Background: an optimization exercise with open tools, aiming at small area. Do not read the settings as production practice.
Only simulation tests tie the RTL to the original design; equivalence was not proved.
No activity file was given, so power comes from the tool's default toggle rates.

==> flow/design.v <==
module fault_fsm (
    input  logic        clk,
    input  logic        rst_n,
    input  logic [47:0] cell_voltage_packed,
    input  logic [11:0] current_raw,
    input  logic [11:0] temp_raw,
    input  logic        mask_voltage,
    input  logic        mask_current,
    input  logic        mask_temp,
    input  logic        manual_reset,
    output logic [1:0]  state_o,
    output logic        fault_latched_o,
    output logic [1:0]  active_fault_code_o,
    output logic [15:0] fault_count_o,
    output logic [15:0] warning_count_o,
    output logic [15:0] last_fault_cycle_o
);
    function automatic logic [3:0] cnt_next(input logic c, input logic [3:0] s);
        cnt_next[0] = (~s[3] & c) | (~s[1] & c);
        cnt_next[1] = (s[2] & c) | (s[1] & s[3] & c);
        cnt_next[2] = (~s[0] & c);
        cnt_next[3] = (~s[2] & c) | (~s[1] & c);
    endfunction
    function automatic logic cnt_at8(input logic [3:0] s);
        cnt_at8 = ~s[1] & ~s[2] & s[3];
    endfunction
    function automatic logic [3:0] deb_next(input logic c, input logic [3:0] s);
        deb_next[0] = (~s[1] & ~s[2] & c) | (s[0] & s[1] & c);
        deb_next[1] = (~s[0] & c) | (~s[3] & c) | (~s[1] & ~s[2] & c);
        deb_next[2] = (~s[1] & c) | (s[2] & s[3] & c);
        deb_next[3] = (s[0] & c) | (~s[0] & s[1] & ~s[2]);
    endfunction
    function automatic logic deb_flag(input logic [3:0] s);
        deb_flag = ~s[0] & ~s[2] & s[3];
    endfunction
    function automatic logic [15:0] incr16(input logic [15:0] q, input logic inc);
        logic t;
        t = inc;
        for (int i = 0; i < 16; i++) begin
            incr16[i] = q[i] ^ t;
            t = t & q[i];
        end
    endfunction
    logic [3:0] cell_low;
    always_comb
        for (int k = 0; k < 4; k++)
            cell_low[k] = cell_voltage_packed[12*k +: 12] < 12'd330;
    wire curr_high = current_raw > 12'd150;
    wire temp_high = temp_raw > 12'd60;
    logic [3:0] cell_cnt [4];
    logic [3:0] curr_s, temp_s;
    logic       cell_any_q;    
    logic       any_cell_deb;  
    wire curr_deb = deb_flag(curr_s);
    wire temp_deb = deb_flag(temp_s);
    logic [5:0] fsm;
    logic [15:0] fault_cnt, warn_cnt, last_fault, cycle_cnt;
    logic [1:0] cur_code;
    always_comb begin
        if (temp_deb && !mask_temp)             cur_code = 2'd3;
        else if (curr_deb && !mask_current)     cur_code = 2'd2;
        else if (any_cell_deb && !mask_voltage) cur_code = 2'd1;
        else                                    cur_code = 2'd0;
    end
    wire code_nz = cur_code != 2'd0;
    wire in_fs   = fsm[5] & fsm[4] & fsm[3];          
    wire in_f    = in_fs & fsm[2];
    wire at_n    = fsm == 6'd0;                       
    wire at_top  = fsm[5] & fsm[4] & fsm[1] & fsm[0];  
    wire enter_f = ~in_fs & code_nz & at_top;
    wire enter_s = in_f & ~manual_reset & (cur_code == 2'd3);
    wire enter_w = at_n & code_nz;
    wire enter_any = enter_f | enter_s;
    logic [5:0] fsm_nxt;
    always_comb begin
        if (in_fs) begin
            if (manual_reset)  fsm_nxt = 6'd0;
            else if (enter_s)  fsm_nxt = 6'd59;
            else               fsm_nxt = fsm;
        end else if (enter_f) begin
            fsm_nxt = manual_reset ? 6'd60 : {4'b1111, cur_code};
        end else if (manual_reset) begin
            fsm_nxt = (code_nz || (!at_n && fsm != 6'd1)) ? 6'd1 : 6'd0;
        end else if (code_nz) begin
            fsm_nxt = fsm + 6'd1;
        end else begin
            fsm_nxt = at_n ? 6'd0 : fsm - 6'd1;
        end
    end
    always_ff @(posedge clk or negedge rst_n) begin
        if (!rst_n) begin
            for (int k = 0; k < 4; k++) cell_cnt[k] <= 4'd0;
            curr_s <= 4'd0;
            temp_s <= 4'd0;
            cell_any_q <= 1'b0;
            any_cell_deb <= 1'b0;
            fsm <= 6'd0;
            fault_cnt <= 16'd0;
            warn_cnt <= 16'd0;
            last_fault <= 16'd0;
            cycle_cnt <= 16'd0;
        end else begin
            for (int k = 0; k < 4; k++) cell_cnt[k] <= cnt_next(cell_low[k], cell_cnt[k]);
            curr_s <= deb_next(curr_high, curr_s);
            temp_s <= deb_next(temp_high, temp_s);
            cell_any_q <= cnt_at8(cell_cnt[0]) | cnt_at8(cell_cnt[1]) |
                          cnt_at8(cell_cnt[2]) | cnt_at8(cell_cnt[3]);
            any_cell_deb <= cell_any_q;
            fsm <= fsm_nxt;
            cycle_cnt <= incr16(cycle_cnt, 1'b1);
            fault_cnt <= incr16(fault_cnt, enter_any);
            warn_cnt  <= incr16(warn_cnt, enter_w);
            if (enter_any) last_fault <= cycle_cnt;
        end
    end
    assign state_o             = in_fs ? {1'b1, ~fsm[2]} : {1'b0, ~at_n};
    assign active_fault_code_o = in_fs ? fsm[1:0] : 2'd0;
    assign fault_latched_o     = in_fs & (fsm[1] | fsm[0]);
    assign fault_count_o       = fault_cnt;
    assign warning_count_o     = warn_cnt;
    assign last_fault_cycle_o  = last_fault;
endmodule
Settings: LEC_CHECK=0, CAP_MARGIN=20, CORE_MARGIN=2, CORE_UTILIZATION=40, PLACE_DENSITY=0.6, SLEW_MARGIN=20; clock period 10.0 ns.
standard.sh (not shown) runs the stock make flow with config.mk's settings and CLKGATE_MAP_FILE= SYNTH_SCRIPT=/design/flow/synth_recipe.tcl, a recipe that flattens the netlist after the stock synthesis.
==> flow/flow/run.sh <==
#!/bin/bash
# Standard synthesis steps with an area-oriented ABC mapping script, then the standard
# layout with the smallest port buffers and a lighter clock tree.
set -euo pipefail
cd "$(dirname "$0")/.."
# ORFS's scripts, with the ABC script that synthesis uses replaced by flow/abc_area.script
rm -rf scripts_area
cp -r "$FLOW_HOME/scripts" scripts_area
cp flow/abc_area.script scripts_area/abc_speed.script
export SCRIPTS_DIR="$PWD/scripts_area"
# one buffer on every input and output port, as the standard flow does, but the smallest one
export BUFFER_PORTS_ARGS="-buffer_cell sky130_fd_sc_hd__buf_1"
# clock tree without dummy balancing loads
export CTS_ARGS="-sink_clustering_enable -repair_clock_nets -buf_list {sky130_fd_sc_hd__clkbuf_8 sky130_fd_sc_hd__clkbuf_4} -dont_use_dummy_load"
bash standard.sh synth > synth.log 2>&1
bash standard.sh finish > layout.log 2>&1
==> flow/flow/abc_area.script <==
strash
&get -n
&deepsyn -T 60
&put
dch -f
map -a
topo
==> next run, changes <==
--- a/flow/design.v
+++ b/flow/design.v
@@ -71,21 +71,27 @@
     wire enter_s = in_f & ~manual_reset & (cur_code == 2'd3);
     wire enter_w = at_n & code_nz;
     wire enter_any = enter_f | enter_s;
+    wire up = code_nz;
+    wire dn = ~code_nz & ~at_n;
+    logic [5:0] all1, all0, tog;
+    always_comb begin
+        all1[0] = 1'b1; all0[0] = 1'b1;
+        for (int i = 1; i < 6; i++) begin
+            all1[i] = all1[i-1] & fsm[i-1];
+            all0[i] = all0[i-1] & ~fsm[i-1];
+        end
+        for (int i = 0; i < 6; i++) tog[i] = (up & all1[i]) | (dn & all0[i]);
+    end
     logic [5:0] fsm_nxt;
     always_comb begin
-        if (in_fs) begin
-            if (manual_reset)  fsm_nxt = 6'd0;
-            else if (enter_s)  fsm_nxt = 6'd59;
-            else               fsm_nxt = fsm;
-        end else if (enter_f) begin
-            fsm_nxt = manual_reset ? 6'd60 : {4'b1111, cur_code};
-        end else if (manual_reset) begin
-            fsm_nxt = (code_nz || (!at_n && fsm != 6'd1)) ? 6'd1 : 6'd0;
-        end else if (code_nz) begin
-            fsm_nxt = fsm + 6'd1;
-        end else begin
-            fsm_nxt = at_n ? 6'd0 : fsm - 6'd1;
-        end
+        if (in_fs)
+            fsm_nxt = manual_reset ? 6'd0 : (enter_s ? 6'd59 : fsm);
+        else if (enter_f)
+            fsm_nxt = {4'b1111, manual_reset ? 2'd0 : cur_code};
+        else if (manual_reset)
+            fsm_nxt = {5'd0, code_nz | (|fsm[5:1])};
+        else
+            fsm_nxt = fsm ^ tog;
     end
     always_ff @(posedge clk or negedge rst_n) begin
         if (!rst_n) begin
Effect: Sequential power drops by about 2%. Wire length drops by 6.1%. Power drops by 6.8%. Global-route usage drops by 1.1 points. Clock-buffer cell count is unchanged.

afterwards: timing with drivers on the ports:
Ports are ideal in the flow. The routed layouts listed here were re-timed in OpenROAD.
Step 1, drivers: a clkbuf_16 drives clk and a buf_2 each remaining input, both assumed.
Step 2, shift: input delay + t, output delay - t, t = (earliest + latest rising clock arrival at the registers) / 2. This alone moves slack from input paths to output paths.
Slacks: ideal ports / drivers / drivers and shift; pairs: ideal ports / drivers.
run | t (ns) | setup WS [ns] | worst data-port slew with drivers (ns)
the first run | 0.377 | 3.898 / 3.907 / 3.531 | 0.03
the second run | 0.360 | 3.449 / 3.452 / 3.091 | 0.03
After both steps every run listed still meets setup and hold. The setup slack of the first run, which loses most, moves by +0.009 ns with the drivers and by -0.367 ns with both steps.
